This design comes from an exercise in tuning for small area on the open sky130 flow, not from production work.
In this exercise RTL edits were held to simulation tests only and were not proved equivalent to the original.
Power figures rest on the tool's default switching activity, not on a simulated workload. The clock port is modelled as an ideal driver; clocking choices that lean on that would not hold on a real chip.

## build 14
// uart_top
module uart_top (
    input wire         clk_i,
    input wire         reset_i,
    input wire         rx_data_i,
    output wire        tx_data_o,
    input wire         psel_i,
    input wire         penable_i,
    input wire         pwrite_i,
    input wire  [4:0]  paddr_i,
    input wire  [31:0] pwdata_i,
    output reg  [31:0] prdata_o,
    output wire        pready_o,
    output wire        pslverr_o
);
Size: ~0.013 mm^2 of cells after synthesis.
Settings: LEC_CHECK=0, ABC_AREA=1, CAP_MARGIN=20, CORE_MARGIN=2, CORE_UTILIZATION=70, PLACE_DENSITY=0.75, SLEW_MARGIN=20; clock period 5.0 ns.
standard.sh (not shown) runs the stock make flow with config.mk's settings and CLKGATE_MAP_FILE= SYNTH_SCRIPT=/design/flow/synth_recipe.tcl, a recipe that flattens the netlist after the stock synthesis.
==> flow/flow/run.sh <==
#!/bin/bash
# The standard layout (standard.sh), with our own choices for:
#  - ABC's area script: synthesis is the standard flow's, with the same registers;
#    only the mapping of the logic between them differs
#  - the cell that buffers each port (buf_1)
#  - clock tree synthesis options (no dummy loads, clkbuf_16 clusters)
# Each tool's full output goes to the ORFS logs under orfs/logs/, and
# make's output to flow_make.log.
set -euo pipefail
rm -rf scripts_local
cp -r "$FLOW_HOME/scripts" scripts_local
cp flow/abc_area.script scripts_local/abc_area.script
export SCRIPTS_DIR="$PWD/scripts_local"
export BUFFER_PORTS_ARGS="-buffer_cell sky130_fd_sc_hd__buf_1"
export CTS_ARGS="-sink_clustering_enable -repair_clock_nets -dont_use_dummy_load -buf_list sky130_fd_sc_hd__clkbuf_16 -sink_clustering_size 30 -sink_clustering_max_diameter 100"
bash standard.sh > flow_make.log 2>&1
==> flow/flow/abc_area.script <==
strash
dc2
dch -f
amap
topo
stime -c
Modified inputs, build 48 compared to build 14
Settings: PLACE_DENSITY no longer set, was 0.75; CORE_UTILIZATION now 75, was 70.
Results
- Number of vias per cell after detailed routing of build 48 exceeds that of build 14 by a few percent.
- Total power delta (build 14 -> build 48): insignificant
- Build 14 -> build 48: initial antenna violation count delta 0, exact match
- Fraction of area in registers of build 14 is on par with build 48.
### build 48 -> build 7
Settings: a change of CORE_UTILIZATION from 75 to 60.
-- flow/flow/run.sh --
<<< build 48, line 6
#  - clock tree synthesis options (no dummy loads, clkbuf_16 clusters)
>>> build 7, line 6
#  - clock tree synthesis options (no dummy loads, clkbuf_16 clusters,
#    clkbuf_8 root)
<<< build 48, line 15
export CTS_ARGS="-sink_clustering_enable -repair_clock_nets -dont_use_dummy_load -buf_list sky130_fd_sc_hd__clkbuf_16 -sink_clustering_size 30 -sink_clustering_max_diameter 100"
>>> build 7, line 16
export CTS_ARGS='-sink_clustering_enable -repair_clock_nets -dont_use_dummy_load -buf_list sky130_fd_sc_hd__clkbuf_16 -sink_clustering_size 30 -sink_clustering_max_diameter 100 -sink_clustering_buffer sky130_fd_sc_hd__clkbuf_16 -root_buf sky130_fd_sc_hd__clkbuf_8'
==> results.txt <==
There was hardly any difference in final net count between build 48 and build 7. Cmp build 48 and build 7 / setup slack / higher: build 7. Clock power: lower on build 7. Relative to build 48, arrival time reported for the critical path endpoint has gone down in build 7. Diff build 7..build 48 | critical path depth | unchanged. Relative to build 48, the placer congestion estimate measured on build 7 has decreased by a little under 10%. Clock network area share was higher in the run labelled build 48. Against build 48, build 7 comes in about 2.5% higher on maximum clock frequency. Looking at proportion of power drawn by the clock network, build 7 sits 0.6 points below build 48. In build 7, number of DRC markers after the initial detailed-route iteration is lower than in build 48.
For build 57, these inputs were changed with respect to build 7:
-- flow/flow/run.sh --
<<< build 7, line 6
#  - clock tree synthesis options (no dummy loads, clkbuf_16 clusters,
#    clkbuf_8 root)
>>> build 57, line 6
#  - clock tree synthesis options (no dummy loads, clkbuf_16 clusters)
<<< build 7, line 16
export CTS_ARGS='-sink_clustering_enable -repair_clock_nets -dont_use_dummy_load -buf_list sky130_fd_sc_hd__clkbuf_16 -sink_clustering_size 30 -sink_clustering_max_diameter 100 -sink_clustering_buffer sky130_fd_sc_hd__clkbuf_16 -root_buf sky130_fd_sc_hd__clkbuf_8'
>>> build 57, line 15
export CTS_ARGS="-sink_clustering_enable -repair_clock_nets -dont_use_dummy_load -buf_list sky130_fd_sc_hd__clkbuf_16 -sink_clustering_size 32 -sink_clustering_max_diameter 90"
==> comparison <==
- Build 7 and build 57 ended up with roughly the same share of power burned in registers.
- Sequential power of build 57 is on par with build 7.
- Build 57 vs build 7 — maximum clock frequency climbed slightly
- Build 57 and build 7 ended up with roughly the same sequential share of layout area.
- Buffering stage count on the worst path with inverters included came out exactly the same in build 57 and build 7.
- Compared to build 7, build 57 has period utilization 0.58 points lower.
- Build 57 against build 7: via count -about 0.8%, routed wire length decreased about 0.38%.
- Build 57 vs. build 7: cell area saw little to no change, worst path setup slack after routing moved up, sum of internal, switching and leakage power flat.
## Diff of input files: build 67 against build 57
-- flow/flow/run.sh --
<<< build 57, line 15
export CTS_ARGS="-sink_clustering_enable -repair_clock_nets -dont_use_dummy_load -buf_list sky130_fd_sc_hd__clkbuf_16 -sink_clustering_size 32 -sink_clustering_max_diameter 90"
>>> build 67, line 15
export CTS_ARGS="-sink_clustering_enable -repair_clock_nets -dont_use_dummy_load -buf_list sky130_fd_sc_hd__clkbuf_16 -sink_clustering_size 30 -sink_clustering_max_diameter 100"
--- outcome ---
Changes observed in build 67 relative to build 57: final wirelength did not really move; delay of the slowest cell on the worst path now smaller. Compared with build 57, in build 67 power drawn by the clock network grew by about 4%; worst-case vdd ir drop climbed about 0.4%; via count of the routed design higher. The shortest clock period the worst path allows after layout reported for build 67 is smaller than that of build 57 by 0.0041 ns.
What build 47 does differently from build 67 at the input level:
-- flow/flow/run.sh --
<<< build 67, line 15
export CTS_ARGS="-sink_clustering_enable -repair_clock_nets -dont_use_dummy_load -buf_list sky130_fd_sc_hd__clkbuf_16 -sink_clustering_size 30 -sink_clustering_max_diameter 100"
>>> build 47, line 15
export CTS_ARGS='-sink_clustering_enable -repair_clock_nets -dont_use_dummy_load -buf_list sky130_fd_sc_hd__clkbuf_16 -sink_clustering_size 30 -sink_clustering_max_diameter 100 -sink_clustering_buffer sky130_fd_sc_hd__clkbuf_16 -root_buf sky130_fd_sc_hd__clkbuf_8'
## What came out
- ~same design area in build 67 and build 47
- As far as required time reported for the critical path endpoint is concerned, build 47 and build 67 perform about the same.
- ~same layout filler cell count in build 67 and build 47
- As far as met3 demand-to-capacity share in global routing is concerned, build 67 and build 47 perform about the same.
- Compare build 67 and build 47 | relative contribution of sequential cells to total power higher: build 47
- Taking build 67 as the reference, in build 47 sequential portion of the cell area moved up, combinational power ~0 delta, utilization shows a reduction of 0.15 points.
- Routed wire length, build 47 vs build 67: up slightly
- Compared with build 67, build 47 is the less power-hungry design.
- Setup slack: build 47 less than build 67

## static timing again, ports no longer ideal
The results above use ideal ports. As a check the final layouts listed here were re-extracted and re-timed, cells and wires unchanged. Step 1, drivers: a clkbuf_16 drives clk_i and a buf_2 each remaining input, both assumed. Step 2 also shifts input and output timing later by t, the mid clock arrival at the registers, as if the neighbouring blocks saw the same clock. Slacks: ideal ports / drivers / drivers and shift; pairs: ideal ports / drivers.
| run | t, ns | setup slack, ns | clock arrival spread, ns | cell pins on the clock port's net |
|---|---|---|---|---|
| build 14 | 0.529 | 0.365 / 0.322 / 0.294 | 0.046 / 0.046 | 1 |
| build 48 | 0.530 | 0.388 / 0.345 / 0.182 | 0.041 / 0.041 | 1 |
| build 7 | 0.593 | 0.502 / 0.457 / 0.334 | 0.044 / 0.044 | 1 |
| build 57 | 0.539 | 0.531 / 0.483 / 0.368 | 0.032 / 0.032 | 1 |
| build 67 | 0.539 | 0.535 / 0.488 / 0.371 | 0.044 / 0.044 | 1 |
| build 47 | 0.593 | 0.502 / 0.457 / 0.334 | 0.044 / 0.044 | 1 |
After both steps every run listed still meets setup and hold. The setup slack of build 48, which loses most, moves by -0.043 ns with the drivers and by -0.206 ns with both steps.
